Source: an optimization exercise on an open RTL-to-GDS flow (aim: small area and a short achievable clock period). Production flows keep margins and buffers that such runs may drop. RTL that was checked went through simulation tests only; none was proved equivalent to the original. For runs 1 to 3 and 7, only the layout was checked, not whether the RTL still works. No activity file was given, so power comes from the tool's default toggle rates.

==> flow/design.v (outline; a module is shown in full before it is edited, if it fits) <==
// module alu: 24 lines
// module bshift: 88 lines
// module cond: 25 lines
// module multiplier: 502 lines
// module inst_decode: 10 lines
// module arm7_execute: 128 lines
module arm7_execute (
	input             clk,
	input      [31:0] instr_i,   
	input      [31:0] rn_i,      
	input      [31:0] rd_i,      
	input      [31:0] rs_i,      
	input      [31:0] rm_i,      
	input      [31:0] pc_i,      
	input      [3:0]  nzcv_i,    
	output     [31:0] result_o,
	output     [3:0]  nzcv_o,
	output reg        wb_o,
	output reg        exec_o
);
  // ...
==> flow/run.sh <==
#!/bin/bash
# synth_recipe.tcl (not shown) runs the flow's synth.tcl, then flattens the netlist and writes it again
# the make line also repeats each setting of config.mk as NAME=value (left out here)
make -C /OpenROAD-flow-scripts/flow DESIGN_CONFIG=/design/flow/config.mk WORK_HOME=/design/flow/orfs CLKGATE_MAP_FILE= SYNTH_SCRIPT=/design/flow/synth_recipe.tcl finish
==> flow/config.mk <==
export PLATFORM = sky130hd
export DESIGN_NAME = arm7_execute
export DESIGN_NICKNAME = arm7_execute
export VERILOG_FILES = /design/flow/design.v
export SDC_FILE = /design/flow/constraint.sdc
export NUM_CORES = 4
export LEC_CHECK = 0
export CAP_MARGIN = 20
export CORE_MARGIN = 2
export CORE_UTILIZATION = 40
export SETUP_SLACK_MARGIN = 5
export SLEW_MARGIN = 20
==> flow/constraint.sdc <==
create_clock -name core_clock -period 13.0 [get_ports {clk}]
set_input_delay 2.6000 -clock core_clock [delete_from_list [all_inputs] [get_ports {clk}]]
set_output_delay 2.6000 -clock core_clock [all_outputs]
set_load 0.01 [all_outputs]
==> impl_metrics.yaml, run 1 <==
yosys:
  yosys_warnings: 3
  yosys.area_share.simple_pct: 14.2
  synth.distinct_cells: 99
  syn_area_per_cell_sq_um: 8.16
  ys_seq_elements: 197
  synthTopCellsByArea: "dfxtp_1, fa_1, a221oi_1"
  yosys.area.top_type: "dfxtp_1"
  async_flop_share_pct: 0
  synthCells: 3224
detailed_routing:
  ant_nets: 0
  vias: 27800
  dr.first_iter.drc_count: 3385
  wl_per_cell_um: 31.0
  drt-total-wl_um: 128000
cells_and_area:
  seq_cell_count: 197
  drive_gt1_share_pct: 6.57
  nFillCells: 6544
  area_growth_pct: 13.3
  comb.multi_input.count: 2565
  seq_area_sq_um: 3950
  inverters: 162
worst_setup_path:
  worstSetupEndpoint: "zfix_q$_DFF_P_"
  timing.rr.start: "rm_q[5]$_DFF_P_"
clock_tree:
  ctsHoldBuffers: 0
  clk_path_buf_depth: 2
power:
  comb_power_share_pct: 53.4
  leakagePower_nw: 11.5
  pwr-share-clk_pct: 19.4
  switching_share_pct: 44.6
placement:
  gp_congestion: 1.05
  io_buffers: 234
status:
  run_status: "timing/DRC/antenna clean"
grt:
  grt_max_degree: 74
  overflow: 0
timing:
  setup_tns_ns: 0
floorplanning:
  row_count: 94
job:
  max_cap_violations: 0
hold_path:
  min_to: "wb_o$_DFF_P_"
==> inputs of run 2 (changes only) <==
--- a/flow/config.mk
+++ b/flow/config.mk
@@ -10,3 +10,2 @@
 export CORE_UTILIZATION = 40
-export SETUP_SLACK_MARGIN = 5
 export SLEW_MARGIN = 20
==> impl_metrics.yaml, run 2 <==
clock_tree:
  cts.clk_slew.worst_paths_ns: 0.09
  cts_made_buffers: 17
  postCtsSetupBuffers: 0
  cts_sinks: 197
  clk_path_buf_depth: 2
  cts_resized: 0
  cts_tree: "done"
  cts-root-buf: "clkbuf_16"
  worstSkewPairLatency_ns: 0.51
  htreeDepth: 4
  ctsHoldBuffers: 0
worst_setup_path:
  max_stage_delay_ns: 0.78
  setup.worst_path.start: "instr_i[4]"
  cp-end-kind: "register"
  arrival_ns: 9.63
  path_max_fanout: 41
  cp_data_required_time_ns: 13.42
  critPathKind: "in -> reg"
  timing.rr.start: "ng_q[4]$_SDFF_PN0_"
  crit_path_start_kind: "input pin"
  crit_path_top_delay_cell: "mux2i_4"
  crit_chain: "clkdlybuf4s50_1, buf_4, mux2i_4, ha_1, inv_1, a21oi_1, ha_1, nand4b_4, nand4_4, nand2_2, mux2i_1, mux2i_1, a211oi_1, o41ai_1, or4_1, or4_1, nor4_1, nand4b_1, o21ai_1"
yosys:
  async_flop_share_pct: 0
  synth_top_family_by_area: "compound AO/OA/AOI/OAI gates"
  synth_xor_area_share_pct: 11.2
  synth.distinct_cells: 99
  synthesis.area_sq_um: 26300
  yosysSeqAreaShare_pct: 15.0
  yosys.area.top_type: "dfxtp_1"
  synthCells: 3224
  synth.top_cell.area_share_pct: 15.0
  synth-compound-area-share_pct: 30.6
  syn_nets: 3696
  synth-edff-count: 0
  ys_seq_elements: 197
  syn_area_per_cell_sq_um: 8.16
  synthAdderAreaFrac_pct: 17.4
  synthTopCellsByArea: "dfxtp_1, fa_1, a221oi_1"
  yosys_warnings: 3
  synth_most_common_cell: "a21oi_1"
  synth_common_cells: "a21oi_1, clkbuf_1, a221oi_1, xnor2_1, nor2_1"
  synth_mux_area_share_pct: 4.59
  yosys.area_share.simple_pct: 14.2
  ys.flop_type: "dfxtp_1"
hold_path:
  hp-start: "wb_q$_SDFF_PN1_"
  hold_path_class: "reg -> reg"
power:
  peakVddDrop_v: 0.000107
  pwr_density_cell_nw_per_um2: 99.8
  leakagePower_nw: 11.4
placement:
  dp_hpwl_um: 99200
  gp_congestion: 1.05
  io_buffers: 234
grt:
  grt_max_degree: 74
  antenna_found_initial: 8
  first_global_vias: 27000
  grt_pass1_wl_um: 185000
  overflow: 0
  track_usage_pct: 37.1
timing:
  fin_skew_ns: 0.0305
  max_clock_freq_ghz: 0.109
  setup-violations-final: 0
  slew_headroom_pct: 17.9
  post-route-min-period_ns: 9.21
  drv_slew: 0
  setup_tns_ns: 0
  rsz0062_at_grt: "false"
  period_share_pct: 70.8
  tightest_slew_ns: 1.22
  hold_viol: 0
floorplanning:
  die_w_um: 260
  start_util_pct: 40.2
  io_pins: 235
  die_height_um: 260
  row_count: 94
  die_area_sq_um: 67900
  core_sq_um: 65400
detailed_routing:
  dr.first_iter.drc_count: 3404
  via_per_inst: 6.69
  vias: 27700
  firstDrtPassIters: 7
  remaining_drc_errors: 0
  ant_nets: 0
  wl_per_cell_um: 31.0
  drt-total-wl_um: 128000
cells_and_area:
  nFillCells: 6539
  fin_util_pct: 45.5
  fin_nets: 3729
  area_growth_pct: 13.1
  most-common-layout-cells: "clkdlybuf4s50_1, a21oi_1, a221oi_1, xnor2_1, nor2_1"
  drive_gt1_share_pct: 6.30
  mostFrequentLayoutCell: "clkdlybuf4s50_1"
job:
  max_cap_violations: 0
status:
  run_status: "timing/DRC/antenna clean"
==> run 2: cell count changes in the layout (fill, tap and decap cells not counted), sizes merged <==
cell and change:
diode -3, buf -1, nand4b -1
==> run 2: where the power goes <==
part | switching, mW | total (mW) | leakage (nW) | internal (mW)
Clock | 0.283 | 0.578 | 0.300 | 0.295
Combinational | 0.934 | 1.58 | 9.49 | 0.649
Sequential | 0.107 | 0.810 | 1.64 | 0.704
==> run 2: cell type report <==
class | count | area [sq um] | area share [%]
Sequential cell | 197 | 3950 | 13.3
Inverter | 162 | 613 | 2.06
Tap cell | 864 | 1080 | 3.63
Clock inverter | 15 | 206 | 0.694
Clock buffer | 17 | 425 | 1.43
Multi-Input combinational cell | 2564 | 20500 | 69.0
Antenna cell | 2 | 5.00 | 0.0168
Timing Repair Buffer | 315 | 2950 | 9.90
==> run 2: per-stage QoR <==
step	power, mW	hold slack, ns	cells	worst slack [ns]	area [sq um]
final	2.97	0.320	4136	3.79	29800
after detailed placement	2.37	0.319	4102	3.48	29100
after global routing	3.13	0.341	4134	3.50	29800
after CTS	2.95	0.319	4134	3.99	29800
after global placement	2.35	0.311	4102	3.61	29100
after floorplan	1.74	0.310	3224	5.86	26300
==> run 2: final timing paths <==
check	cells past startpoint	slack, ns	end
setup / recovery	19	3.79	zfix_q$_DFF_P_
hold / removal	0	0.32	wb_o$_DFF_P_
setup reg to reg	19	4.52	c_o$_DFF_P_
hold reg to reg	0	0.32	wb_o$_DFF_P_
==> run 2: logic make-up after synthesis <==
| group | count (synthesis) |
|---|---|
| xor gates and xnor gates | 336 |
| adders and majority gates | 276 |
| buffers and inverters | 463 |
| and+or+nand+nor | 735 |
| AOI/OAI and AO/OA | 1113 |
| DFF | 197 |
| muxes | 104 |
==> run 2: routing by layer <==
metal | part of all wire, % | GRT usage, %
met3 | 7.9 | 6.41
met4 | 7.1 | 23.1
met1 | 39 | 45.2
met5 | 0 | 0
met2 | 47 | 60.9
==> run 2: critical path, delay by kind of cell <==
kind	cells	cell delay (ns)
simple gates	7	2.61
buf+inv	3	1.04
mux	3	1.37
compound gates	4	0.92
fa+ha+maj	2	1.04
==> module bshift, before the edit <==
module bshift(instr_bit_25, imm_value, Rm, Rs, cin, operand2, c_to_alu);
	input        instr_bit_25;
	input [11:0] imm_value;
	input [31:0] Rm;
	input [7:0]  Rs;
	input        cin;
	output reg [31:0] operand2;
	output reg        c_to_alu;
	wire [2:0] sh   = imm_value[6:4];
	wire       reg_form = sh[0];
	wire [7:0] amt  = reg_form ? Rs : {3'd0, imm_value[11:7]};
	wire [4:0] a5   = amt[4:0];
	wire       hi   = |amt[7:5];           
	wire       a5z  = (a5 == 5'd0);
	wire       lsl  = (sh[2:1] == 2'd0);
	wire       lsr  = (sh[2:1] == 2'd1);
	wire       asr  = (sh[2:1] == 2'd2);
	wire       ror  = (sh[2:1] == 2'd3);
	wire       rrx  = ror & ~reg_form & a5z;
	wire       sign = Rm[31];
	wire [31:0] src = instr_bit_25 ? {24'd0, imm_value[7:0]} : Rm;
	wire [4:0]  r   = instr_bit_25 ? {imm_value[11:8], 1'b0} :
	                  lsl ? (5'd0 - a5) :
	                  rrx ? 5'd1 : a5;
	wire [31:0] s0 = r[0] ? {src[0],    src[31:1]}  : src;
	wire [31:0] s1 = r[1] ? {s0[1:0],   s0[31:2]}   : s0;
	wire [31:0] s2 = r[2] ? {s1[3:0],   s1[31:4]}   : s1;
	wire [31:0] s3 = r[3] ? {s2[7:0],   s2[31:8]}   : s2;
	wire [31:0] rot = r[4] ? {s3[15:0], s3[31:16]}  : s3;
	wire [31:0] rmask = 32'hffffffff >> a5;
	wire [31:0] lmask = 32'hffffffff << a5;
	always @* begin
		if (instr_bit_25) begin
			operand2 = rot;
			c_to_alu = (imm_value[11:8] == 4'd0) ? cin : rot[31];
		end else if (lsl) begin
			if (amt == 8'd0) begin
				operand2 = Rm;
				c_to_alu = cin;
			end else if (hi) begin
				operand2 = 32'd0;
				c_to_alu = (amt == 8'd32) ? Rm[0] : 1'b0;
			end else begin
				operand2 = rot & lmask;
				c_to_alu = rot[0];
			end
		end else if (lsr) begin
			if (amt == 8'd0) begin
				operand2 = Rm;
				c_to_alu = cin;
			end else if (hi) begin
				operand2 = 32'd0;
				c_to_alu = (amt == 8'd32) ? Rm[31] : 1'b0;
			end else begin
				operand2 = rot & rmask;
				c_to_alu = rot[31];
			end
		end else if (asr) begin
			if (amt == 8'd0) begin
				operand2 = Rm;
				c_to_alu = cin;
			end else if (!hi) begin
				operand2 = (rot & rmask) | ({32{sign}} & ~rmask);
				c_to_alu = rot[31];
			end else if (amt == 8'd32) begin
				operand2 = {32{sign}};
				c_to_alu = sign;
			end else if (amt <= 8'd64) begin
				operand2 = (sign && amt != 8'd64) ? rmask : 32'd0;
				c_to_alu = sign;
			end else begin
				operand2 = 32'd0;
				c_to_alu = 1'b0;
			end
		end else begin  
			if (rrx) begin
				operand2 = {cin, rot[30:0]};
				c_to_alu = rot[31];
			end else if (a5z) begin
				operand2 = Rm;
				c_to_alu = cin;
			end else begin
				operand2 = rot;
				c_to_alu = rot[31];
			end
		end
	end
endmodule
==> inputs of run 3 (changes only) <==
--- a/flow/design.v
+++ b/flow/design.v
@@ -30,5 +30,5 @@
 	input        cin;
-	output reg [31:0] operand2;
-	output reg        c_to_alu;
-	wire [2:0] sh   = imm_value[6:4];
+	output [31:0] operand2;
+	output        c_to_alu;
+	wire [2:0] sh       = imm_value[6:4];
 	wire       reg_form = sh[0];
@@ -36,4 +36,6 @@
 	wire [4:0] a5   = amt[4:0];
-	wire       hi   = |amt[7:5];           
-	wire       a5z  = (a5 == 5'd0);
+	wire       hi   = |amt[7:5];                  
+	wire       az   = ~hi & (a5 == 5'd0);         
+	wire       a32  = (amt[7:5] == 3'd1) & (a5 == 5'd0);
+	wire       le64 = (amt[7:6] == 2'd0) | (amt == 8'd64);
 	wire       lsl  = (sh[2:1] == 2'd0);
@@ -42,6 +44,7 @@
 	wire       ror  = (sh[2:1] == 2'd3);
-	wire       rrx  = ror & ~reg_form & a5z;
+	wire       rrx  = ror & ~reg_form & (a5 == 5'd0);
 	wire       sign = Rm[31];
-	wire [31:0] src = instr_bit_25 ? {24'd0, imm_value[7:0]} : Rm;
-	wire [4:0]  r   = instr_bit_25 ? {imm_value[11:8], 1'b0} :
+	wire       imm  = instr_bit_25;
+	wire [31:0] src = imm ? {24'd0, imm_value[7:0]} : Rm;
+	wire [4:0]  r   = imm ? {imm_value[11:8], 1'b0} :
 	                  lsl ? (5'd0 - a5) :
@@ -53,60 +56,19 @@
 	wire [31:0] rot = r[4] ? {s3[15:0], s3[31:16]}  : s3;
-	wire [31:0] rmask = 32'hffffffff >> a5;
-	wire [31:0] lmask = 32'hffffffff << a5;
-	always @* begin
-		if (instr_bit_25) begin
-			operand2 = rot;
-			c_to_alu = (imm_value[11:8] == 4'd0) ? cin : rot[31];
-		end else if (lsl) begin
-			if (amt == 8'd0) begin
-				operand2 = Rm;
-				c_to_alu = cin;
-			end else if (hi) begin
-				operand2 = 32'd0;
-				c_to_alu = (amt == 8'd32) ? Rm[0] : 1'b0;
-			end else begin
-				operand2 = rot & lmask;
-				c_to_alu = rot[0];
-			end
-		end else if (lsr) begin
-			if (amt == 8'd0) begin
-				operand2 = Rm;
-				c_to_alu = cin;
-			end else if (hi) begin
-				operand2 = 32'd0;
-				c_to_alu = (amt == 8'd32) ? Rm[31] : 1'b0;
-			end else begin
-				operand2 = rot & rmask;
-				c_to_alu = rot[31];
-			end
-		end else if (asr) begin
-			if (amt == 8'd0) begin
-				operand2 = Rm;
-				c_to_alu = cin;
-			end else if (!hi) begin
-				operand2 = (rot & rmask) | ({32{sign}} & ~rmask);
-				c_to_alu = rot[31];
-			end else if (amt == 8'd32) begin
-				operand2 = {32{sign}};
-				c_to_alu = sign;
-			end else if (amt <= 8'd64) begin
-				operand2 = (sign && amt != 8'd64) ? rmask : 32'd0;
-				c_to_alu = sign;
-			end else begin
-				operand2 = 32'd0;
-				c_to_alu = 1'b0;
-			end
-		end else begin  
-			if (rrx) begin
-				operand2 = {cin, rot[30:0]};
-				c_to_alu = rot[31];
-			end else if (a5z) begin
-				operand2 = Rm;
-				c_to_alu = cin;
-			end else begin
-				operand2 = rot;
-				c_to_alu = rot[31];
-			end
-		end
-	end
+	wire m_ones = imm | ((ror | az) & ~rrx);
+	wire m_left = ~imm & lsl & ~az & ~hi;
+	wire m_right = ~imm & ((lsr & ~az & ~hi) | (asr & ~az & ~hi) | rrx |
+	                       (asr & hi & ~a32 & sign & le64 & (amt != 8'd64)));
+	wire [4:0] ma = rrx ? 5'd1 : a5;
+	wire [31:0] rmask = 32'hffffffff >> ma;
+	wire [31:0] lmask = 32'hffffffff << ma;
+	wire [31:0] M = {32{m_ones}} | ({32{m_left}} & lmask) | ({32{m_right}} & rmask);
+	wire f1   = ~imm & asr & hi;                  
+	wire fill = ~imm & ((asr & ~az & ~hi) | (asr & a32) ? sign : (rrx ? cin : 1'b0));
+	assign operand2 = ((rot | {32{f1}}) & M) | ({32{fill}} & ~M);
+	wire c_rot31 = imm ? (imm_value[11:8] != 4'd0) :
+	               ((lsr | asr) & ~az & ~hi) | (lsr & a32) | rrx | (ror & ~rrx & (a5 != 5'd0));
+	wire c_rot0  = ~imm & lsl & ~az & (~hi | a32);
+	wire c_const = (imm | az | (ror & ~rrx)) ? cin :
+	               (asr & hi & le64) ? sign : 1'b0;
+	assign c_to_alu = c_rot31 ? rot[31] : c_rot0 ? rot[0] : c_const;
 endmodule
==> flow/flow/run.sh (new file) <==
#!/bin/bash
set -euo pipefail
MARGIN=$(cat flow/margin)
bash standard.sh SETUP_SLACK_MARGIN=$MARGIN finish > flow_standard.log 2>&1
==> flow/flow/margin (new file) <==
7
==> flow/standard.sh (new file) <==
#!/bin/bash
# synth_recipe.tcl (not shown) runs the flow's synth.tcl, then flattens the netlist and writes it again
# the make line also repeats each setting of config.mk as NAME=value (left out here)
make -C /OpenROAD-flow-scripts/flow DESIGN_CONFIG=/design/flow/config.mk WORK_HOME=/design/flow/orfs CLKGATE_MAP_FILE= SYNTH_SCRIPT=/design/flow/synth_recipe.tcl "${@:-finish}"
removed: flow/run.sh
==> impl_metrics.yaml, run 3 <==
yosys:
  synth_most_common_cell: "xnor2_1"
  synth_common_cells: "xnor2_1, dfxtp_1, clkbuf_1, a221oi_1, nor2_1"
  synthCells: 2916
  yosysSeqAreaShare_pct: 16.0
  ys_seq_elements: 197
  synth.distinct_cells: 87
  yosys_warnings: 2
  synthesis.area_sq_um: 24600
  yosys.area.top_type: "dfxtp_1"
  synth.top_cell.area_share_pct: 16.0
  synth-edff-count: 0
  async_flop_share_pct: 0
  ys.flop_type: "dfxtp_1"
  syn_area_per_cell_sq_um: 8.44
  syn_nets: 3389
  synthTopCellsByArea: "dfxtp_1, fa_1, xnor2_1"
cells_and_area:
  nFillCells: 5762
  drive_gt1_share_pct: 15.0
  diodes: 0
  seq_area_sq_um: 3990
  fin_nets: 3502
  most-common-layout-cells: "clkdlybuf4s50_1, xnor2_1, nor2_1, a22o_1, dfxtp_1"
  area_growth_pct: 22.1
  multiInputGateArea_sq_um: 20300
  mostFrequentLayoutCell: "clkdlybuf4s50_1"
  post-route-cell-area_sq_um: 30100
clock_tree:
  ctsHoldBuffers: 0
  cts_sinks: 197
  cts_tree: "done"
  cts_made_buffers: 17
  cts.clk_slew.worst_paths_ns: 0.07
  clk_path_buf_depth: 2
  htreeDepth: 4
  cts-root-buf: "clkbuf_16"
  worstSkewPairLatency_ns: 0.50
detailed_routing:
  firstDrtPassIters: 8
  via_per_inst: 6.43
  remaining_drc_errors: 0
  ant_nets: 0
  dr.first_iter.drc_count: 2783
  wl_per_cell_um: 27.3
  drt-total-wl_um: 104000
  vias: 24600
timing:
  slew_headroom_pct: 32.5
  post-route-min-period_ns: 6.52
  hold_viol: 0
  setup_tns_ns: 0
  period_share_pct: 50.1
  setup_ws_ns: 6.48
  rsz0062_at_grt: "true"
  drv_slew: 0
  max_clock_freq_ghz: 0.153
  tightest_slew_ns: 1.01
  fin_skew_ns: 0.0230
  setup-violations-final: 0
worst_setup_path:
  arrival_ns: 6.91
  crit_path_start_kind: "input pin"
  cp-end-kind: "register"
  worstSetupEndpoint: "zfix_q$_DFF_P_"
  critPathKind: "in -> reg"
  r2r-end: "v_o$_DFF_P_"
  setup.worst_path.start: "instr_i[8]"
  cp_data_required_time_ns: 13.40
  rrSetupSlack_ns: 6.61
  timing.rr.start: "s4_q[1]$_DFF_P_"
  r2r_cells: 21
  path_max_fanout: 9
floorplanning:
  row_count: 90
  io_pins: 235
  die_area_sq_um: 63500
  die_height_um: 252
  core_sq_um: 60600
  die_w_um: 252
  start_util_pct: 40.6
grt:
  track_usage_pct: 31.8
  overflow: 0
  grt_pass1_wl_um: 153000
  grt_max_degree: 81
  antenna_found_initial: 1
  first_global_vias: 24000
power:
  pwr_density_cell_nw_per_um2: 101
  net-switching-power_mw: 1.29
  power_frac_seq_pct: 27.6
  comb_power_share_pct: 54.7
  leakagePower_nw: 11.7
  peakVddDrop_v: 0.0000884
  p_int_mw: 1.75
  switching_share_pct: 42.5
  pwr-share-clk_pct: 17.7
placement:
  dp_hpwl_um: 77900
  place_ws_ns: 4.31
  io_buffers: 234
  place_area_sq_um: 27400
  gp_congestion: 0.960
job:
  max_cap_violations: 0
status:
  run_status: "timing/DRC/antenna clean"
hold_path:
  hold_path_class: "reg -> reg"
## run 3: cell count changes after synthesis, moves of 16 or more
cell      delta
nand2_1     -50
o21ai_0     -20
o22ai_1     +16
a22oi_1     -16
a211oi_1    -30
clkbuf_1    -19
a21oi_1     -63
mux2i_1     +60
nor2_1      -17
a221oi_1    -19
## run 3: how the worst min path moves through the flow
stage | from | to | slack, ns | cells after the start
after floorplan | exec_q$_DFF_P_ | exec_o$_DFF_P_ | 0.31 | 0
after global placement | exec_q$_DFF_P_ | exec_o$_DFF_P_ | 0.31 | 0
after detailed placement | wb_q$_SDFF_PN1_ | wb_o$_DFF_P_ | 0.32 | 0
after CTS | wb_q$_SDFF_PN1_ | wb_o$_DFF_P_ | 0.34 | 0
after global routing | wb_q$_SDFF_PN1_ | wb_o$_DFF_P_ | 0.34 | 0
final | wb_q$_SDFF_PN1_ | wb_o$_DFF_P_ | 0.33 | 0
## run 3: repair_timing
item                       4_1_cts  5_1_grt
hold endpoints to repair         0        0
gates cloned                     9        2
gates resized for setup        153      191
buffers inserted                52       15
pin swaps                       36       66
setup endpoints to repair       48       39
## run 3: per-stage QoR
stage,total power [mW],hold WS (ns),cells,util [%]
3_3_place_gp,2.23,0.314,3714,45.2
6_report,3.04,0.333,3824,49.6
3_5_place_dp,2.24,0.316,3714,45.2
4_1_cts,2.88,0.336,3807,48.0
5_1_grt,3.20,0.337,3824,49.6
2_1_floorplan,1.70,0.310,2916,-
## run 3: final cells by class
type | count | share of cell area (%)
multi-input cells | 2302 | 67.5
flip-flops and latches | 197 | 13.3
repair buffers | 360 | 12.1
well taps | 782 | 3.25
inverters | 151 | 1.93
clock buffers | 20 | 1.59
clock inverters | 12 | 0.354
## run 3: routing by layer
layer,GRT usage (%),routed length (um),up-vias
li1,-,-,11000
met1,42.0,43200,12000
met2,50.5,47000,1304
met3,5.98,8630,275
met4,14.1,5390,0
met5,0,0,-
## run 3: power groups by stage
stage	registers, mW	logic [mW]	clock network, mW
2_1_floorplan	0.789	0.915	0
3_3_place_gp	0.840	1.39	0
3_5_place_dp	0.842	1.40	0
4_1_cts	0.828	1.50	0.550
5_1_grt	0.847	1.79	0.568
6_report	0.839	1.66	0.538
## run 3: logic make-up (layout without fill, tap and decap cells)
kind of cell    count (synthesis)  count (layout)  synth area share [%]
buf+inv                       419             543                  6.78
fa+ha+maj                     276             276                  18.6
mux                           149             149                  6.67
xor+xnor                      339             339                  12.1
compound gates                906             906                  26.9
simple gates                  630             632                  13.0
flops                         197             197                  16.0
## run 3: worst max-delay path, cell delays in order
cell,delay [ns]
clkdlybuf4s15_2,0.33
mux2i_4,0.25
ha_4,0.18
inv_4,0.04
nor2_4,0.11
ha_4,0.18
a21oi_4,0.08
a22o_4,0.24
or3_4,0.35
o211ai_1,0.18
clkbuf_16,0.25
buf_6,0.11
buf_6,0.11
mux2i_4,0.26
mux2i_4,0.12
o22ai_2,0.18
a21oi_2,0.08
nor4_1,0.28
nand4_1,0.27
or4_4,0.59
o31ai_4,0.08
==> module arm7_execute, before the edit <==
module arm7_execute (
	input             clk,
	input      [31:0] instr_i,   
	input      [31:0] rn_i,      
	input      [31:0] rd_i,      
	input      [31:0] rs_i,      
	input      [31:0] rm_i,      
	input      [31:0] pc_i,      
	input      [3:0]  nzcv_i,    
	output     [31:0] result_o,
	output     [3:0]  nzcv_o,
	output reg        wb_o,
	output reg        exec_o
);
wire is_dp, is_mul, is_ls, is_br;
inst_decode InstructionDecoder(
	.ir(instr_i), .is_dp(is_dp), .is_mul(is_mul), .is_ls(is_ls), .is_br(is_br));
wire [3:0] op = is_dp ? instr_i[24:21] : (is_ls & ~instr_i[23]) ? 4'd2 : 4'd4;
reg arith, inv1, inv2, sub, wb, zero1, sel_ms, sel_mc;
reg [1:0] cmode;    
always @* begin
	arith = 1'b0; inv1 = 1'b0; inv2 = 1'b0; sub = 1'b0; wb = 1'b1;
	zero1 = 1'b0; sel_ms = 1'b0; sel_mc = 1'b0; cmode = 2'd0;
	case (op)
		4'd0:  sel_mc = 1'b1;                                         
		4'd1:  sel_ms = 1'b1;                                         
		4'd2:  begin arith = 1'b1; inv2 = 1'b1; sub = 1'b1; cmode = 2'd1; end  
		4'd3:  begin arith = 1'b1; inv1 = 1'b1; sub = 1'b1; cmode = 2'd1; end  
		4'd4:  arith = 1'b1;                                          
		4'd5:  begin arith = 1'b1; cmode = 2'd2; end                  
		4'd6:  begin arith = 1'b1; inv2 = 1'b1; sub = 1'b1; cmode = 2'd2; end  
		4'd7:  begin arith = 1'b1; inv1 = 1'b1; sub = 1'b1; cmode = 2'd2; end  
		4'd8:  begin sel_mc = 1'b1; wb = 1'b0; end                    
		4'd9:  begin sel_ms = 1'b1; wb = 1'b0; end                    
		4'd10: begin arith = 1'b1; inv2 = 1'b1; sub = 1'b1; cmode = 2'd1; wb = 1'b0; end  
		4'd11: begin arith = 1'b1; wb = 1'b0; end                     
		4'd12: begin sel_ms = 1'b1; sel_mc = 1'b1; end                
		4'd13: begin sel_ms = 1'b1; zero1 = 1'b1; end                 
		4'd14: begin sel_mc = 1'b1; inv2 = 1'b1; end                  
		default: begin sel_ms = 1'b1; zero1 = 1'b1; inv2 = 1'b1; end  
	endcase
end
wire [31:0] op1_raw = is_mul ? (instr_i[21] ? rd_i : 32'd0) :
                      is_br  ? (pc_i - 32'd4) : rn_i;
wire [31:0] op1_d   = zero1 ? 32'd0 : (op1_raw ^ {32{inv1}});
wire [31:0] sh_out;
wire        sh_c;
bshift BarrelShifter(
	.instr_bit_25(instr_i[25]), .imm_value(instr_i[11:0]), .Rm(rm_i), .Rs(rs_i[7:0]),
	.cin(nzcv_i[1]), .operand2(sh_out), .c_to_alu(sh_c));
wire [31:0] op2_raw = is_br ? {{6{instr_i[23]}}, instr_i[23:0], 2'b00} : sh_out;
wire [31:0] m3_d    = is_mul ? (rm_i + {rm_i[30:0], 1'b0}) : op2_raw;
wire zfix_d = sub & (inv1 ? (op1_raw[30:0] == 31'd0) : (op2_raw[30:0] == 31'd0));
reg [10:0] s1_d, s2_d, s3_d, s4_d;
reg [9:0]  ng_d;
reg        dot0_d;
integer j;
reg [3:0] bb;
reg [2:0] q;
always @* begin
	for (j = 0; j < 11; j = j + 1) begin
		bb[0] = (j == 0) ? 1'b0 : rs_i[3*j-1];
		bb[1] = rs_i[3*j];
		bb[2] = rs_i[3*j+1];
		bb[3] = (j == 10) ? 1'b0 : rs_i[3*j+2];
		q = bb[2:0] ^ {3{bb[3]}};
		s1_d[j] = is_mul & ~q[2] & (q[1] ^ q[0]);
		s2_d[j] = is_mul & ((~q[2] & q[1] & q[0]) | (q[2] & ~q[1] & ~q[0]));
		s3_d[j] = is_mul ? (q[2] & (q[1] ^ q[0])) : (j == 0);
		s4_d[j] = is_mul & q[2] & q[1] & q[0];
		if (j < 10) ng_d[j] = is_mul ? bb[3] : ((j == 0) & inv2);
	end
	dot0_d = is_mul & rs_i[2];
end
wire exec_d;
cond conditionFieldChecker(
	.nzcv(nzcv_i), .condition_code(instr_i[31:28]),
	.will_this_be_executed(exec_d));
reg [31:0] op1_q, rm_q, m3_q;
reg [10:0] s1_q, s2_q, s3_q, s4_q;
reg [9:0]  ng_q;
reg        dot0_q, cin_q, arith_q, sel_ms_q, sel_mc_q, zfix_q, a31_q, b31_q;
reg        csh_q, v_q, wb_q, exec_q;
always @(posedge clk) begin
	op1_q    <= op1_d;
	rm_q     <= rm_i;
	m3_q     <= m3_d;
	s1_q     <= s1_d;
	s2_q     <= s2_d;
	s3_q     <= s3_d;
	s4_q     <= s4_d;
	ng_q     <= ng_d;
	dot0_q   <= dot0_d;
	cin_q    <= (cmode == 2'd1) | ((cmode == 2'd2) & nzcv_i[1]);
	arith_q  <= arith;
	sel_ms_q <= sel_ms;
	sel_mc_q <= sel_mc;
	zfix_q   <= zfix_d;
	a31_q    <= op1_raw[31];
	b31_q    <= op2_raw[31];
	csh_q    <= sh_c;
	v_q      <= nzcv_i[0];
	wb_q     <= wb;
	exec_q   <= exec_d;
end
wire [31:0] ps, pc_;
multiplier Multiplier(
	.m(rm_q), .m3(m3_q), .s1(s1_q), .s2(s2_q), .s3(s3_q), .s4(s4_q),
	.ng(ng_q), .dot0(dot0_q), .S(ps), .C(pc_));
wire [31:0] alu_result;
wire        alu_c, alu_v;
alu ALU(
	.operand_1(op1_q), .ps(ps), .pc(pc_), .cin(cin_q), .arith(arith_q),
	.sel_ms(sel_ms_q), .sel_mc(sel_mc_q), .zfix(zfix_q), .a31(a31_q), .b31(b31_q),
	.c_from_shifter(csh_q), .v_old(v_q),
	.result(alu_result), .c_flag(alu_c), .v_flag(alu_v));
reg [31:0] res_q;
reg        c_o, v_o;
always @(posedge clk) begin
	res_q  <= alu_result;
	c_o    <= alu_c;
	v_o    <= alu_v;
	wb_o   <= wb_q;
	exec_o <= exec_q;
end
assign result_o = res_q;
assign nzcv_o   = {res_q[31], ~|res_q, c_o, v_o};
endmodule
==> inputs of run 4 (changes only) <==
--- a/flow/design.v
+++ b/flow/design.v
@@ -663,3 +663,2 @@
 wire [31:0] m3_d    = is_mul ? (rm_i + {rm_i[30:0], 1'b0}) : op2_raw;
-wire zfix_d = sub & (inv1 ? (op1_raw[30:0] == 31'd0) : (op2_raw[30:0] == 31'd0));
 reg [10:0] s1_d, s2_d, s3_d, s4_d;
@@ -692,3 +691,3 @@
 reg [9:0]  ng_q;
-reg        dot0_q, cin_q, arith_q, sel_ms_q, sel_mc_q, zfix_q, a31_q, b31_q;
+reg        dot0_q, cin_q, arith_q, sel_ms_q, sel_mc_q, sub_q, inv1_q, a31_q;
 reg        csh_q, v_q, wb_q, exec_q;
@@ -708,5 +707,5 @@
 	sel_mc_q <= sel_mc;
-	zfix_q   <= zfix_d;
+	sub_q    <= sub;
+	inv1_q   <= inv1;
 	a31_q    <= op1_raw[31];
-	b31_q    <= op2_raw[31];
 	csh_q    <= sh_c;
@@ -716,2 +715,3 @@
 end
+wire zfix = sub_q & (inv1_q ? (op1_q[30:0] == 31'h7fffffff) : (m3_q[30:0] == 31'd0));
 wire [31:0] ps, pc_;
@@ -724,3 +724,3 @@
 	.operand_1(op1_q), .ps(ps), .pc(pc_), .cin(cin_q), .arith(arith_q),
-	.sel_ms(sel_ms_q), .sel_mc(sel_mc_q), .zfix(zfix_q), .a31(a31_q), .b31(b31_q),
+	.sel_ms(sel_ms_q), .sel_mc(sel_mc_q), .zfix(zfix), .a31(a31_q), .b31(m3_q[31]),
 	.c_from_shifter(csh_q), .v_old(v_q),
==> flow/flow/margin (replaced) <==
10
==> impl_metrics.yaml, run 4 <==
worst_setup_path:
  path_max_fanout: 29
  crit_path_start_kind: "register"
  crit_chain: "buf_4, a221oi_2, xor2_1, fa_1, inv_1, fa_1, fa_2, fa_1, fa_1, fa_1, ha_4, and4_4, nand3_1, o211ai_1, buf_4, xnor3_2, maj3_2, nor3b_2, a311oi_2"
  cp-end-kind: "register"
  cp.buffers_inverters: 3
  cp_data_required_time_ns: 13.31
  crit_path_top_delay_cell: "fa_1"
  arrival_ns: 6.62
  max_stage_delay_ns: 0.67
  crit_path_frequent_cell: "fa_1"
  critPathTopFamily: "adder cells"
  critPathKind: "reg -> reg"
detailed_routing:
  ant_nets: 0
  firstDrtPassIters: 7
  dr.first_iter.drc_count: 2929
  remaining_drc_errors: 0
  wl_per_cell_um: 28.8
  drt-total-wl_um: 118000
  vias: 27100
  via_per_inst: 6.60
yosys:
  synthCells: 3006
  synthTopCellsByArea: "dfxtp_1, fa_1, xnor2_1"
  synth_common_cells: "xnor2_1, clkbuf_1, a21oi_1, a221oi_1, dfxtp_1"
  synth-edff-count: 0
  synth_most_common_cell: "xnor2_1"
  yosys.area.top_type: "dfxtp_1"
  async_flop_share_pct: 0
  ys.flop_type: "dfxtp_1"
  synth.top_cell.area_share_pct: 15.8
  syn_nets: 3479
  yosys_warnings: 2
  ys_seq_elements: 197
  syn_area_per_cell_sq_um: 8.30
  synth.distinct_cells: 89
  yosysSeqAreaShare_pct: 15.8
  synthesis.area_sq_um: 25000
power:
  switching_share_pct: 43.4
  peakVddDrop_v: 0.000109
  net-switching-power_mw: 1.48
  p_int_mw: 1.94
  power_frac_seq_pct: 25.0
  p_total_mw: 3.42
  pwr-share-clk_pct: 15.9
  pwr_density_cell_nw_per_um2: 97.1
  leakagePower_nw: 13.6
  comb_power_share_pct: 59.1
timing:
  fin_skew_ns: 0.0198
  period_share_pct: 48.6
  rsz0062_at_grt: "true"
  slew_headroom_pct: 29.4
  max_clock_freq_ghz: 0.158
  hold_viol: 0
  whs_ns: 0.330
  post-route-min-period_ns: 6.31
  tightest_slew_ns: 1.06
  drv_slew: 0
  setup-violations-final: 0
  setup_tns_ns: 0
placement:
  gp_congestion: 0.966
  io_buffers: 234
  dp_hpwl_um: 81500
  dp.cells: 3845
floorplanning:
  die_height_um: 254
  io_pins: 235
  row_count: 91
  die_w_um: 254
  die_area_sq_um: 64400
  core_sq_um: 61700
  start_util_pct: 40.5
clock_tree:
  cts_sinks: 197
  ctsHoldBuffers: 0
  cts.clk_slew.worst_paths_ns: 0.09
  cts_tree: "done"
  cts-root-buf: "clkbuf_16"
  htreeDepth: 4
  cts_made_buffers: 17
  worstSkewPairLatency_ns: 0.50
  clk_path_buf_depth: 2
grt:
  first_global_vias: 26500
  grt_max_degree: 76
  overflow: 0
  antenna_found_initial: 1
  grt_pass1_wl_um: 172000
  track_usage_pct: 35.7
job:
  max_cap_violations: 0
cells_and_area:
  fin_nets: 3725
  drive_gt1_share_pct: 34.6
  instances_no_fill: 4103
  area_growth_pct: 41.2
  most-common-layout-cells: "xnor2_1, buf_4, a22o_1, a21oi_1, inv_1"
  mostFrequentLayoutCell: "xnor2_1"
hold_path:
  hold_path_class: "reg -> reg"
status:
  run_status: "timing/DRC/antenna clean"
[run 4: cell types whose count changed in the layout (fill, tap and decap cells not counted), moves of 29 or more]
| cell | previous run | this run |
|---|---|---|
| nor2b_1 | 43 | 14 |
| xnor2_2 | 2 | 35 |
| mux2i_1 | 82 | 31 |
| a21oi_2 | 16 | 70 |
| o21ai_1 | 9 | 45 |
| buf_6 | 16 | 95 |
| dfxtp_2 | 27 | 58 |
| dfxtp_1 | 166 | 127 |
| buf_4 | 91 | 166 |
| o21ai_0 | 99 | 59 |
| clkdlybuf4s50_1 | 213 | 112 |
| a221oi_1 | 165 | 133 |
| nor2_1 | 176 | 133 |
| a221oi_2 | 29 | 74 |
[run 4: worst register-to-register path, delay by kind of cell, from the launching register on]
| kind | cells | cell delay (ns) |
|---|---|---|
| compound gates | 3 | 0.41 |
| xor+xnor | 2 | 0.52 |
| fa+ha+maj | 8 | 3.78 |
| buf+inv | 3 | 0.60 |
| flops | 1 | 0.32 |
| simple gates | 3 | 0.50 |
[run 4: cell families after synthesis]
logic type      after synthesis  share of synthesized area (%)
fa+ha+maj                   277                           18.4
flops                       197                           15.8
mux                          89                           4.17
simple gates                636                           12.9
xor+xnor                    338                           11.9
buf+inv                     442                           7.08
compound gates             1027                           29.8
[run 4: per-stage QoR]
| step | util (%) | setup WS (ns) | instance area (sq um) |
|---|---|---|---|
| 6_report | 57.1 | 6.69 | 35200 |
| 3_3_place_gp | 46.6 | 5.17 | 28800 |
| 2_1_floorplan | - | 6.90 | 26700 |
| 3_5_place_dp | 46.6 | 5.01 | 28800 |
| 4_1_cts | 54.9 | 6.70 | 33900 |
| 5_1_grt | 57.1 | 6.49 | 35200 |
[run 4: routing by layer]
metal,routed length (um),up-vias,part of all wire (%),global-route usage [%]
li1,-,11700,-,-
met1,47900,13400,40,46.2
met2,52600,1517,44,55.8
met3,10100,408,8.5,7.24
met4,7730,2,6.5,19.5
met5,11,-,0.0093,0
[run 4: final cells by class]
type	count	area [sq um]
Fill cell	5454	26500
Timing Repair Buffer	509	5550
Timing Repair inverter	3	47.5
Antenna cell	1	2.50
Inverter	156	641
Multi-Input combinational cell	2368	23300
Tap cell	837	1050
Clock inverter	15	183
Clock buffer	17	425
Sequential cell	197	4060
[run 4: repair_timing]
item                        CTS  global route
gates cloned                 28             1
pin swaps                   210           146
setup buffers               147            49
setup endpoints to repair   209           204
gates resized for setup    1105           212
[run 4: power groups by stage]
stage	clock [mW]	combinational, mW	sequential [mW]
2_1_floorplan	0	1.07	0.795
3_3_place_gp	0	1.57	0.829
3_5_place_dp	0	1.58	0.831
4_1_cts	0.554	1.87	0.843
5_1_grt	0.577	2.14	0.861
6_report	0.546	2.02	0.855
[run 4: path summary, 6_finish.rpt]
check                  start             end  slack (ns)  cells after the start
max reg2reg  s1_q[1]$_DFF_P_     c_o$_DFF_P_        6.69                     19
max          s1_q[1]$_DFF_P_     c_o$_DFF_P_        6.69                     19
min           exec_q$_DFF_P_  exec_o$_DFF_P_        0.33                      0
min reg2reg   exec_q$_DFF_P_  exec_o$_DFF_P_        0.33                      0
==> inputs of run 5 (changes only) <==
==> flow/flow/margin (replaced) <==
8
==> impl_metrics.yaml, run 5 <==
timing:
  post-route-min-period_ns: 6.17
  period_share_pct: 47.4
  fin_skew_ns: 0.0167
  setup-violations-final: 0
  max_clock_freq_ghz: 0.162
  slew_headroom_pct: 29.8
  setup_tns_ns: 0
  drv_slew: 0
  rsz0062_at_grt: "true"
  tightest_slew_ns: 1.05
  hold_viol: 0
clock_tree:
  cts_made_buffers: 17
  cts_sinks: 197
  cts.clk_slew.worst_paths_ns: 0.09
  cts-root-buf: "clkbuf_16"
  htreeDepth: 4
  clk_path_buf_depth: 2
  ctsHoldBuffers: 0
  worstSkewPairLatency_ns: 0.51
  cts_tree: "done"
floorplanning:
  die_area_sq_um: 64400
  core_sq_um: 61700
  die_height_um: 254
  io_pins: 235
  row_count: 91
  start_util_pct: 40.5
  die_w_um: 254
status:
  run_status: "timing/DRC/antenna clean"
yosys:
  synth.distinct_cells: 89
  ys_seq_elements: 197
  ys.flop_type: "dfxtp_1"
  synthTopCellsByArea: "dfxtp_1, fa_1, xnor2_1"
  synth.top_cell.area_share_pct: 15.8
  synthCells: 3006
  synth_xor_area_share_pct: 11.9
  synth_common_cells: "xnor2_1, clkbuf_1, a21oi_1, a221oi_1, dfxtp_1"
  synth_mux_area_share_pct: 4.16
  syn_nets: 3479
  synthAdderAreaFrac_pct: 18.4
  synth_top_family_by_area: "compound AO/OA/AOI/OAI gates"
  yosys_warnings: 2
  synth-compound-area-share_pct: 29.8
  yosys.area.top_type: "dfxtp_1"
  syn_area_per_cell_sq_um: 8.30
  yosys.area_share.simple_pct: 12.9
  yosysSeqAreaShare_pct: 15.8
  synthesis.area_sq_um: 25000
  async_flop_share_pct: 0
  synth-edff-count: 0
  synth_most_common_cell: "xnor2_1"
worst_setup_path:
  cp_data_required_time_ns: 13.35
  arrival_ns: 6.51
  path_max_fanout: 32
  cp-end-kind: "register"
  critPathKind: "reg -> reg"
  crit_path_start_kind: "register"
cells_and_area:
  mostFrequentLayoutCell: "xnor2_1"
  nFillCells: 5722
  drive_gt1_share_pct: 21.9
  area_growth_pct: 28.6
  fin_nets: 3627
  multiInputGateArea_sq_um: 21600
  instances_no_fill: 4004
  seq_area_sq_um: 4040
  most-common-layout-cells: "xnor2_1, clkdlybuf4s50_1, a21oi_1, a22o_1, dfxtp_1"
  diodes: 0
detailed_routing:
  vias: 26200
  wl_per_cell_um: 27.9
  dr.first_iter.drc_count: 2681
  via_per_inst: 6.53
  ant_nets: 0
  drt-total-wl_um: 112000
  firstDrtPassIters: 6
  remaining_drc_errors: 0
power:
  pwr_density_cell_nw_per_um2: 102
  p_total_mw: 3.27
  leakagePower_nw: 12.1
  peakVddDrop_v: 0.0000745
grt:
  grt_max_degree: 76
  antenna_found_initial: 2
  overflow: 0
  first_global_vias: 25500
  grt_pass1_wl_um: 163000
  track_usage_pct: 33.8
job:
  max_cap_violations: 0
hold_path:
  hold_path_class: "reg -> reg"
placement:
  gp_congestion: 0.936
  io_buffers: 234
  dp.cells: 3848
  dp_hpwl_um: 81100
## run 5: cell types whose count changed in the layout (fill, tap and decap cells not counted), moves of 23 or more
cell and change:
clkdlybuf4s50_1 +99, buf_6 -58, buf_4 -51, a21oi_1 +43
a21oi_2 -40, xnor2_1 +36, dfxtp_2 -32, dfxtp_1 +28
xnor2_2 -28, a211oi_1 +23, buf_2 -23
## run 5: where the power goes
part	total (mW)	internal [mW]	leakage [nW]	switching (mW)
clock network	0.587	0.269	0.301	0.318
registers	0.832	0.701	1.65	0.131
logic	1.85	0.869	10.2	0.979
total	3.27	1.84	12.1	1.43
## run 5: metrics by stage
step	util, %	instance area (sq um)	hold slack [ns]	worst slack, ns
after global routing	52.0	32100	0.350	6.67
after detailed placement	45.5	28100	0.317	5.47
after floorplan	-	25700	0.310	6.90
final	52.0	32100	0.344	6.83
after CTS	50.4	31100	0.347	6.95
after global placement	45.5	28100	0.313	5.56
## run 5: path summary, 6_finish.rpt
path / start / end / slack, ns / depth (start not counted)
worst max-delay path: s1_q[0]$_DFF_P_ / c_o$_DFF_P_ / 6.83 / 18
worst min-delay path: exec_q$_DFF_P_ / exec_o$_DFF_P_ / 0.34 / 0
worst max register to register: s1_q[0]$_DFF_P_ / c_o$_DFF_P_ / 6.83 / 18
worst min register to register: exec_q$_DFF_P_ / exec_o$_DFF_P_ / 0.34 / 0
## run 5: area by class of cell
| type | instances | share of cell area, % |
|---|---|---|
| tap | 837 | 3.26 |
| clock inverter | 15 | 0.639 |
| clock buffer | 17 | 1.33 |
| sequential | 197 | 12.6 |
| timing repair buffer | 412 | 13.0 |
| multi-input combinational | 2369 | 67.3 |
| timing repair inverter | 1 | 0.0156 |
| inverter | 156 | 1.87 |
## run 5: worst max-delay path: stages (launching register included)
cell and delay (ns):
dfxtp_1 0.33, buf_6 0.32, a221oi_2 0.13, xnor2_1 0.34, ha_1 0.32, fa_1 0.54
fa_2 0.40, fa_1 0.50, fa_1 0.58, fa_1 0.48, ha_2 0.42, nand3_1 0.17
nor2_2 0.19, nand3_1 0.10, o211ai_1 0.27, xnor3_2 0.35, maj3_2 0.32, nor3b_2 0.16
a311oi_1 0.06
## run 5: logic make-up (layout without fill, tap and decap cells)
| kind of cell | after synthesis | in the layout |
|---|---|---|
| DFF | 197 | 197 |
| AOI/OAI and AO/OA | 1027 | 1028 |
| adders and majority gates | 277 | 277 |
| muxes | 89 | 89 |
| xor gates and xnor gates | 338 | 338 |
| buffers and inverters | 442 | 601 |
| and+or+nand+nor | 636 | 637 |
## run 5: layer usage
layer / vias up / routed length (um) / GRT usage, %
met5: - / 10 / 0
met4: 2 / 7180 / 18.8
met3: 358 / 9120 / 6.18
met2: 1475 / 51100 / 54.6
met1: 12800 / 44500 / 42.4
li1: 11500 / - / -
## run 5: timing repair
| item | CTS | global route |
|---|---|---|
| resized for setup | 440 | 154 |
| gates cloned | 11 | 2 |
| pin swaps | 152 | 89 |
| buffers inserted | 78 | 33 |
| setup endpoints to repair | 89 | 73 |
==> inputs of run 6 (changes only) <==
--- a/flow/config.mk
+++ b/flow/config.mk
@@ -11 +11,2 @@
 export SLEW_MARGIN = 20
+export TNS_END_PERCENT = 0
==> impl_metrics.yaml, run 6 <==
status:
  run_status: "timing/DRC/antenna clean"
yosys:
  async_flop_share_pct: 0
  yosys.area_share.simple_pct: 12.9
  ys.flop_type: "dfxtp_1"
  ys_seq_elements: 197
  synth.distinct_cells: 89
  synth_mux_area_share_pct: 4.16
  synthTopCellsByArea: "dfxtp_1, fa_1, xnor2_1"
  yosys_warnings: 2
  synth_top_family_by_area: "compound AO/OA/AOI/OAI gates"
  synth_common_cells: "xnor2_1, clkbuf_1, a21oi_1, a221oi_1, dfxtp_1"
  synth-edff-count: 0
  synth-compound-area-share_pct: 29.8
  synth_xor_area_share_pct: 11.9
  synthCells: 3006
  syn_area_per_cell_sq_um: 8.30
  yosysSeqAreaShare_pct: 15.8
  yosys.area.top_type: "dfxtp_1"
  synthAdderAreaFrac_pct: 18.4
  syn_nets: 3479
  synthesis.area_sq_um: 25000
  synth_most_common_cell: "xnor2_1"
  synth.top_cell.area_share_pct: 15.8
worst_setup_path:
  cp.buffers_inverters: 4
  cp-end-kind: "register"
  arrival_ns: 6.55
  critPathKind: "reg -> reg"
  path_max_fanout: 14
  crit_chain: "buf_12, a22o_1, a221oi_2, xor2_1, fa_1, fa_1, inv_1, fa_2, inv_2, fa_2, fa_2, inv_2, fa_2, ha_4, and4_4, nand3_1, o211ai_1, xnor3_1, maj3_2, nor3b_2, a311oi_1"
  critPathTopFamily: "adder cells"
  cp_data_required_time_ns: 13.31
  crit_path_top_delay_cell: "fa_2"
  max_stage_delay_ns: 0.59
  crit_path_frequent_cell: "fa_2"
  crit_path_start_kind: "register"
power:
  peakVddDrop_v: 0.0000743
  pwr_density_cell_nw_per_um2: 100
  leakagePower_nw: 11.3
detailed_routing:
  dr.first_iter.drc_count: 2643
  firstDrtPassIters: 8
  ant_nets: 0
  via_per_inst: 6.48
  wl_per_cell_um: 27.6
  vias: 25400
  remaining_drc_errors: 0
  drt-total-wl_um: 108000
grt:
  first_global_vias: 24900
  grt_pass1_wl_um: 160000
  grt_max_degree: 76
  track_usage_pct: 33.2
  overflow: 0
  antenna_found_initial: 1
cells_and_area:
  most-common-layout-cells: "xnor2_1, clkdlybuf4s50_1, a21oi_1, a221oi_1, a22o_1"
  mostFrequentLayoutCell: "xnor2_1"
  drive_gt1_share_pct: 11.5
  area_growth_pct: 18.2
  fin_nets: 3539
floorplanning:
  die_w_um: 254
  row_count: 91
  io_pins: 235
  start_util_pct: 40.5
  die_area_sq_um: 64400
  die_height_um: 254
  core_sq_um: 61700
clock_tree:
  clk_path_buf_depth: 2
  cts_sinks: 197
  cts.clk_slew.worst_paths_ns: 0.08
  ctsHoldBuffers: 0
  cts-root-buf: "clkbuf_16"
  htreeDepth: 4
  cts_tree: "done"
  cts_made_buffers: 17
  worstSkewPairLatency_ns: 0.49
timing:
  period_share_pct: 48.0
  setup_tns_ns: 0
  setup-violations-final: 0
  max_clock_freq_ghz: 0.160
  whs_ns: 0.330
  drv_slew: 0
  tightest_slew_ns: 1.02
  rsz0062_at_grt: "true"
  slew_headroom_pct: 32.0
  hold_viol: 0
  post-route-min-period_ns: 6.24
  fin_skew_ns: 0.0131
placement:
  io_buffers: 234
  gp_congestion: 0.995
  dp_hpwl_um: 81900
job:
  max_cap_violations: 0
hold_path:
  hold_path_class: "reg -> reg"
run 6: worst paths after layout:
path / startpoint / to / slack, ns / cells past startpoint
min: exec_q$_DFF_P_ / exec_o$_DFF_P_ / 0.33 / 0
max reg2reg: s2_q[0]$_DFF_P_ / c_o$_DFF_P_ / 6.76 / 21
max: s2_q[0]$_DFF_P_ / c_o$_DFF_P_ / 6.76 / 21
min reg2reg: exec_q$_DFF_P_ / exec_o$_DFF_P_ / 0.33 / 0
run 6: cell type report:
cell class	count	area [sq um]
fill	6024	32200
multi-input combinational	2367	20000
sequential	197	4010
timing repair buffer	327	3280
tap	837	1050
inverter	156	593
clock buffer	18	439
clock inverter	14	153
antenna	1	2.50
run 6: cells by family (layout without fill, tap and decap cells):
kind of cell / Yosys count / in the layout
compound gates: 1027 / 1027
simple gates: 636 / 636
buf+inv: 442 / 515
xor+xnor: 338 / 338
fa+ha+maj: 277 / 277
flops: 197 / 197
mux: 89 / 89
other cells: 0 / 1
run 6: repair_timing:
action | CTS | global route
cloned | 6 | 0
setup buffers | 23 | 5
resized for setup | 171 | 38
pin swaps | 58 | 36
setup endpoints to repair | 88 | 88
run 6: where the power goes:
| part | leakage (nW) | switching (mW) | internal [mW] | total [mW] |
|---|---|---|---|---|
| Combinational | 9.37 | 0.872 | 0.725 | 1.60 |
| Clock | 0.284 | 0.272 | 0.261 | 0.534 |
| Sequential | 1.65 | 0.127 | 0.702 | 0.829 |
| Total | 11.3 | 1.27 | 1.69 | 2.96 |
run 6: stage by stage:
step,cell area [sq um],cells,setup slack (ns),power (mW),utilization [%]
after floorplan,25100,3006,6.90,1.72,-
after global routing,29500,3916,6.59,3.13,47.8
after global placement,27700,3850,5.13,2.26,44.9
after detailed placement,27700,3850,5.24,2.27,44.9
after CTS,29300,3911,6.92,2.91,47.5
final,29500,3917,6.76,2.96,47.8
run 6: routing by layer:
metal,vias up,global-route usage [%],routed length (um)
met5,-,0,0
met4,0,17.5,6280
met3,285,5.17,7980
met2,1369,53.8,49400
met1,12400,42.4,44500
li1,11300,-,-
==> module alu, before the edit <==
module alu(operand_1, ps, pc, cin, arith, sel_ms, sel_mc, zfix, a31, b31,
           c_from_shifter, v_old, result, c_flag, v_flag);
	input  [31:0] operand_1, ps, pc;
	input         cin, arith, sel_ms, sel_mc, zfix, a31, b31;
	input         c_from_shifter, v_old;
	output [31:0] result;
	output        c_flag, v_flag;
	wire [32:0] kk = {1'b0, ps} + {1'b0, pc};
	wire [31:0] kl = {1'b0, ps[30:0]} + {1'b0, pc[30:0]};
	wire k32 = kk[32], k31 = kl[31];
	wire [31:0] ms = operand_1 ^ ps ^ pc;
	wire [31:0] mc = (operand_1 & ps) | (operand_1 & pc) | (ps & pc);
	wire [32:0] sum  = {1'b0, ms} + {1'b0, mc[30:0], cin};
	wire        cout = sum[32];
	wire        c31  = sum[31] ^ ms[31] ^ mc[30];
	wire cs   = mc[31] ^ cout ^ k32;    
	wire c31s = mc[30] ^ c31 ^ k31;     
	wire zc31 = ~c31s;
	wire zc   = (zc31 & a31) | (zc31 & b31) | (a31 & b31);
	wire [31:0] logic_r = (ms & {32{sel_ms}}) | (mc & {32{sel_mc}});
	assign result = arith ? sum[31:0] : logic_r;
	assign c_flag = ~arith ? c_from_shifter : zfix ? zc : cs;
	assign v_flag = ~arith ? v_old : zfix ? (zc31 ^ zc) : (c31s ^ cs);
endmodule
==> inputs of run 7 (changes only) <==
--- a/flow/design.v
+++ b/flow/design.v
@@ -1,8 +1,7 @@
-module alu(operand_1, ps, pc, cin, arith, sel_ms, sel_mc, zfix, a31, b31,
-           c_from_shifter, v_old, result, c_flag, v_flag);
+module alu(operand_1, ps, pc, cin, arith, sel_ms, sel_mc,
+           result, cout, c31, e32, e31);
 	input  [31:0] operand_1, ps, pc;
-	input         cin, arith, sel_ms, sel_mc, zfix, a31, b31;
-	input         c_from_shifter, v_old;
+	input         cin, arith, sel_ms, sel_mc;
 	output [31:0] result;
-	output        c_flag, v_flag;
+	output        cout, c31, e32, e31;
 	wire [32:0] kk = {1'b0, ps} + {1'b0, pc};
@@ -13,10 +12,17 @@
 	wire [32:0] sum  = {1'b0, ms} + {1'b0, mc[30:0], cin};
-	wire        cout = sum[32];
-	wire        c31  = sum[31] ^ ms[31] ^ mc[30];
-	wire cs   = mc[31] ^ cout ^ k32;    
-	wire c31s = mc[30] ^ c31 ^ k31;     
-	wire zc31 = ~c31s;
-	wire zc   = (zc31 & a31) | (zc31 & b31) | (a31 & b31);
+	assign cout = sum[32];
+	assign c31  = sum[31] ^ ms[31] ^ mc[30];
+	assign e32 = mc[31] ^ k32;
+	assign e31 = mc[30] ^ k31;
 	wire [31:0] logic_r = (ms & {32{sel_ms}}) | (mc & {32{sel_mc}});
 	assign result = arith ? sum[31:0] : logic_r;
+endmodule
+module alu_flags(cout, c31, e32, e31, arith, zfix, a31, b31, c_from_shifter, v_old,
+                 c_flag, v_flag);
+	input  cout, c31, e32, e31, arith, zfix, a31, b31, c_from_shifter, v_old;
+	output c_flag, v_flag;
+	wire cs   = cout ^ e32;    
+	wire c31s = c31 ^ e31;     
+	wire zc31 = ~c31s;
+	wire zc   = (zc31 & a31) | (zc31 & b31) | (a31 & b31);
 	assign c_flag = ~arith ? c_from_shifter : zfix ? zc : cs;
@@ -48,6 +54,7 @@
 	wire [31:0] src = imm ? {24'd0, imm_value[7:0]} : Rm;
+	wire        pre = ~imm & lsl;
 	wire [4:0]  r   = imm ? {imm_value[11:8], 1'b0} :
-	                  lsl ? (5'd0 - a5) :
-	                  rrx ? 5'd1 : a5;
-	wire [31:0] s0 = r[0] ? {src[0],    src[31:1]}  : src;
+	                  rrx ? 5'd1 : (a5 ^ {5{lsl}});
+	wire [31:0] sp = pre  ? {src[0],    src[31:1]}  : src;
+	wire [31:0] s0 = r[0] ? {sp[0],     sp[31:1]}   : sp;
 	wire [31:0] s1 = r[1] ? {s0[1:0],   s0[31:2]}   : s0;
@@ -721,14 +728,21 @@
 wire [31:0] alu_result;
-wire        alu_c, alu_v;
+wire        alu_cout, alu_c31, alu_e32, alu_e31;
 alu ALU(
 	.operand_1(op1_q), .ps(ps), .pc(pc_), .cin(cin_q), .arith(arith_q),
-	.sel_ms(sel_ms_q), .sel_mc(sel_mc_q), .zfix(zfix), .a31(a31_q), .b31(m3_q[31]),
-	.c_from_shifter(csh_q), .v_old(v_q),
-	.result(alu_result), .c_flag(alu_c), .v_flag(alu_v));
+	.sel_ms(sel_ms_q), .sel_mc(sel_mc_q),
+	.result(alu_result), .cout(alu_cout), .c31(alu_c31), .e32(alu_e32), .e31(alu_e31));
 reg [31:0] res_q;
-reg        c_o, v_o;
+reg        cout_o, c31_o, e32_o, e31_o, arith_o, zfix_o, a31_o, b31_o, csh_o, v_o;
 always @(posedge clk) begin
 	res_q  <= alu_result;
-	c_o    <= alu_c;
-	v_o    <= alu_v;
+	cout_o <= alu_cout;
+	c31_o  <= alu_c31;
+	e32_o  <= alu_e32;
+	e31_o  <= alu_e31;
+	arith_o <= arith_q;
+	zfix_o <= zfix;
+	a31_o  <= a31_q;
+	b31_o  <= m3_q[31];
+	csh_o  <= csh_q;
+	v_o    <= v_q;
 	wb_o   <= wb_q;
@@ -736,4 +750,9 @@
 end
+wire c_flag, v_flag;
+alu_flags Flags(
+	.cout(cout_o), .c31(c31_o), .e32(e32_o), .e31(e31_o), .arith(arith_o), .zfix(zfix_o),
+	.a31(a31_o), .b31(b31_o), .c_from_shifter(csh_o), .v_old(v_o),
+	.c_flag(c_flag), .v_flag(v_flag));
 assign result_o = res_q;
-assign nzcv_o   = {res_q[31], ~|res_q, c_o, v_o};
+assign nzcv_o   = {res_q[31], ~|res_q, c_flag, v_flag};
 endmodule
==> flow/flow/run.sh (replaced) <==
#!/bin/bash
set -euo pipefail
MARGIN=$(cat flow/margin)
bash standard.sh SETUP_SLACK_MARGIN=$MARGIN \
  "BUFFER_PORTS_ARGS=-buffer_cell sky130_fd_sc_hd__buf_2" finish > flow_standard.log 2>&1
==> impl_metrics.yaml, run 7 <==
yosys:
  async_flop_share_pct: 0
  synth_most_common_cell: "xnor2_1"
  yosys.area.top_type: "dfxtp_1"
  ys.flop_type: "dfxtp_1"
  synthTopCellsByArea: "dfxtp_1, fa_1, xnor2_1"
  synth_common_cells: "xnor2_1, a21oi_1, a221oi_1, dfxtp_1, clkbuf_1"
  synth.top_cell.area_share_pct: 16.1
  yosysSeqAreaShare_pct: 16.1
  synthCells: 3076
  yosys_warnings: 2
  syn_area_per_cell_sq_um: 8.31
  synth-edff-count: 0
  syn_nets: 3547
  synthesis.area_sq_um: 25600
  ys_seq_elements: 205
  synth.distinct_cells: 96
floorplanning:
  start_util_pct: 40.5
  io_pins: 235
  die_w_um: 257
  core_sq_um: 63100
  die_height_um: 257
  die_area_sq_um: 65900
  row_count: 92
clock_tree:
  cts.clk_slew.worst_paths_ns: 0.06
  clk_path_buf_depth: 3
  htreeDepth: 1
  cts_sinks: 205
  ctsHoldBuffers: 0
  cts_tree: "done"
  cts-root-buf: "clkbuf_16"
  cts_made_buffers: 25
  worstSkewPairLatency_ns: 0.56
cells_and_area:
  most-common-layout-cells: "buf_2, xnor2_1, a21oi_1, a221oi_1, a22o_1"
  nFillCells: 6304
  multiInputGateArea_sq_um: 20300
  diodes: 0
  area_growth_pct: 12.7
  seq_area_sq_um: 4180
  drive_gt1_share_pct: 17.2
  mostFrequentLayoutCell: "buf_2"
  fin_nets: 3595
detailed_routing:
  dr.first_iter.drc_count: 2611
  firstDrtPassIters: 9
  wl_per_cell_um: 29.1
  vias: 26500
  remaining_drc_errors: 0
  via_per_inst: 6.63
  drt-total-wl_um: 116000
  ant_nets: 0
worst_setup_path:
  critPathKind: "in -> reg"
  cp_data_required_time_ns: 13.50
  r2r_cells: 16
  arrival_ns: 6.22
  crit_path_start_kind: "input pin"
  setup.worst_path.start: "instr_i[5]"
  cp-end-kind: "register"
  timing.rr.start: "m3_q[9]$_DFF_P_"
  r2r-end: "res_q[26]$_DFF_P_"
  rrSetupSlack_ns: 7.28
  crit_chain: "buf_2, ha_1, nor4b_4, buf_4, and2_1, buf_4, o21ai_0, and3_1, a21o_1, a21oi_1, a2111oi_0, a2111oi_0, a221o_1"
  max_stage_delay_ns: 0.54
  worstSetupEndpoint: "m3_q[20]$_DFF_P_"
  path_max_fanout: 23
  crit_path_top_delay_cell: "a21oi_1"
grt:
  track_usage_pct: 33.8
  grt_pass1_wl_um: 171000
  antenna_found_initial: 1
  first_global_vias: 26000
  grt_max_degree: 80
  overflow: 0
hold_path:
  hold_path_class: "reg -> reg"
timing:
  tightest_slew_ns: 0.948
  fin_skew_ns: 0.0204
  drv_slew: 0
  setup_tns_ns: 0
  setup-violations-final: 0
  max_clock_freq_ghz: 0.175
  slew_headroom_pct: 36.5
  hold_viol: 0
  setup_ws_ns: 7.27
  rsz0062_at_grt: "true"
  post-route-min-period_ns: 5.73
  period_share_pct: 44.1
placement:
  gp_congestion: 1.04
  place_ws_ns: 6.29
  io_buffers: 234
  dp_hpwl_um: 87300
status:
  run_status: "timing/DRC/antenna clean"
power:
  peakVddDrop_v: 0.000101
  pwr_density_cell_nw_per_um2: 112
  leakagePower_nw: 11.6
job:
  max_cap_violations: 0
==> run 7: stage by stage <==
step | hold slack, ns | util (%) | std cells | power [mW] | instance area, sq um
finish | 0.335 | 45.7 | 3988 | 3.23 | 28800
global route | 0.340 | 45.7 | 3988 | 3.40 | 28800
CTS | 0.335 | 45.4 | 3985 | 3.17 | 28700
detailed placement | 0.319 | 43.3 | 3924 | 2.40 | 27300
global placement | 0.311 | 43.3 | 3924 | 2.38 | 27300
floorplan | 0.310 | - | 3076 | 1.87 | 25900
==> run 7: what timing repair did <==
item                                    in CTS  in global routing
gates resized for setup                    109                 24
cloned                                       3                  1
setup buffers                               13                  2
pin swaps                                   25                 15
endpoints found under the setup margin      90                 88
==> run 7: layout make-up <==
class                      count  share of cell area [%]
inverter                     152                    2.01
clock buffer                  34                    2.43
timing repair buffer         307                    6.56
sequential                   205                    14.5
clock inverter                11                   0.508
multi-input combinational   2433                    70.3
tap                          846                    3.67
==> run 7: cell families (layout without fill, tap and decap cells) <==
family	after synthesis	after routing	share of synthesized area, %
mux	94	94	3.93
buf+inv	439	504	6.76
fa+ha+maj	274	274	17.8
xor+xnor	337	338	11.6
simple gates	658	658	13.2
compound gates	1069	1069	30.6
flops	205	205	16.1
==> run 7: routing by layer <==
layer | global-route usage, % | share of wire [%] | vias to the layer above
met1 | 42.5 | 40 | 13000
met3 | 5.45 | 7.8 | 348
met4 | 18.4 | 6.3 | 2
met2 | 55.4 | 46 | 1467
met5 | 0 | 0.0095 | -
li1 | - | - | 11600
==> run 7: worst min-delay path by stage <==
stage / to / slack (ns) / startpoint / cells after the start
2_1_floorplan: a31_o$_DFF_P_ / 0.31 / a31_q$_DFF_P_ / 0
3_3_place_gp: exec_o$_DFF_P_ / 0.31 / exec_q$_DFF_P_ / 0
3_5_place_dp: exec_o$_DFF_P_ / 0.32 / exec_q$_DFF_P_ / 0
4_1_cts: exec_o$_DFF_P_ / 0.33 / exec_q$_DFF_P_ / 0
5_1_grt: v_o$_DFF_P_ / 0.34 / v_q$_DFF_P_ / 0
6_report: exec_o$_DFF_P_ / 0.34 / exec_q$_DFF_P_ / 0
==> run 7: worst max-delay path: cells and delay by family <==
kind	cells	cell delay, ns
buf+inv	3	0.70
fa+ha+maj	1	0.38
simple gates	3	0.76
compound gates	6	1.76
==> run 7: where the power goes <==
part           leakage [nW]  total, mW  switching (mW)  internal, mW
registers              1.72      0.900           0.165         0.735
clock network         0.411      0.731           0.294         0.437
logic                  9.43       1.60           0.944         0.655

re-timing with driven ports:
Ports are ideal in the flow. The routed layouts listed here were re-timed in OpenROAD. Step 1 sets driving cells, clkbuf_16 on the clock port and buf_2 on the other inputs (assumed; they add their load-dependent delay and slew). Step 2 moves the port delays by t, midway between the first and last clock arrival at a register: inputs arrive t later, outputs are due t later. That takes back most of the time a late clock gives input paths. a / b / c = ideal ports / drivers / drivers and shift; a / b = the first two.
| run | t (ns) | slack for setup (ns) | worst setup path at the end | worst register clock-pin slew, ns |
|---|---|---|---|---|
| run 1 | 0.550 | 4.911 / 4.930 / 4.379 | input to register | 0.10 / 0.10 |
| run 2 | 0.556 | 3.791 / 3.832 / 3.276 | input to register | 0.10 / 0.10 |
| run 3 | 0.540 | 6.481 / 6.514 / 5.974 | input to register | 0.09 / 0.09 |
| run 4 | 0.557 | 6.686 / 6.686 / 6.686 | register to register | 0.09 / 0.09 |
| run 5 | 0.558 | 6.835 / 6.835 / 6.785 | input to register | 0.09 / 0.09 |
| run 6 | 0.548 | 6.760 / 6.760 / 6.312 | input to register | 0.09 / 0.09 |
| run 7 | 0.609 | 7.273 / 7.277 / 6.698 | input to register | 0.06 / 0.06 |
After both steps every run listed still meets setup and hold. For run 7, which loses most, drivers alone change the setup slack by +0.004 ns; drivers and shift together by -0.575 ns.
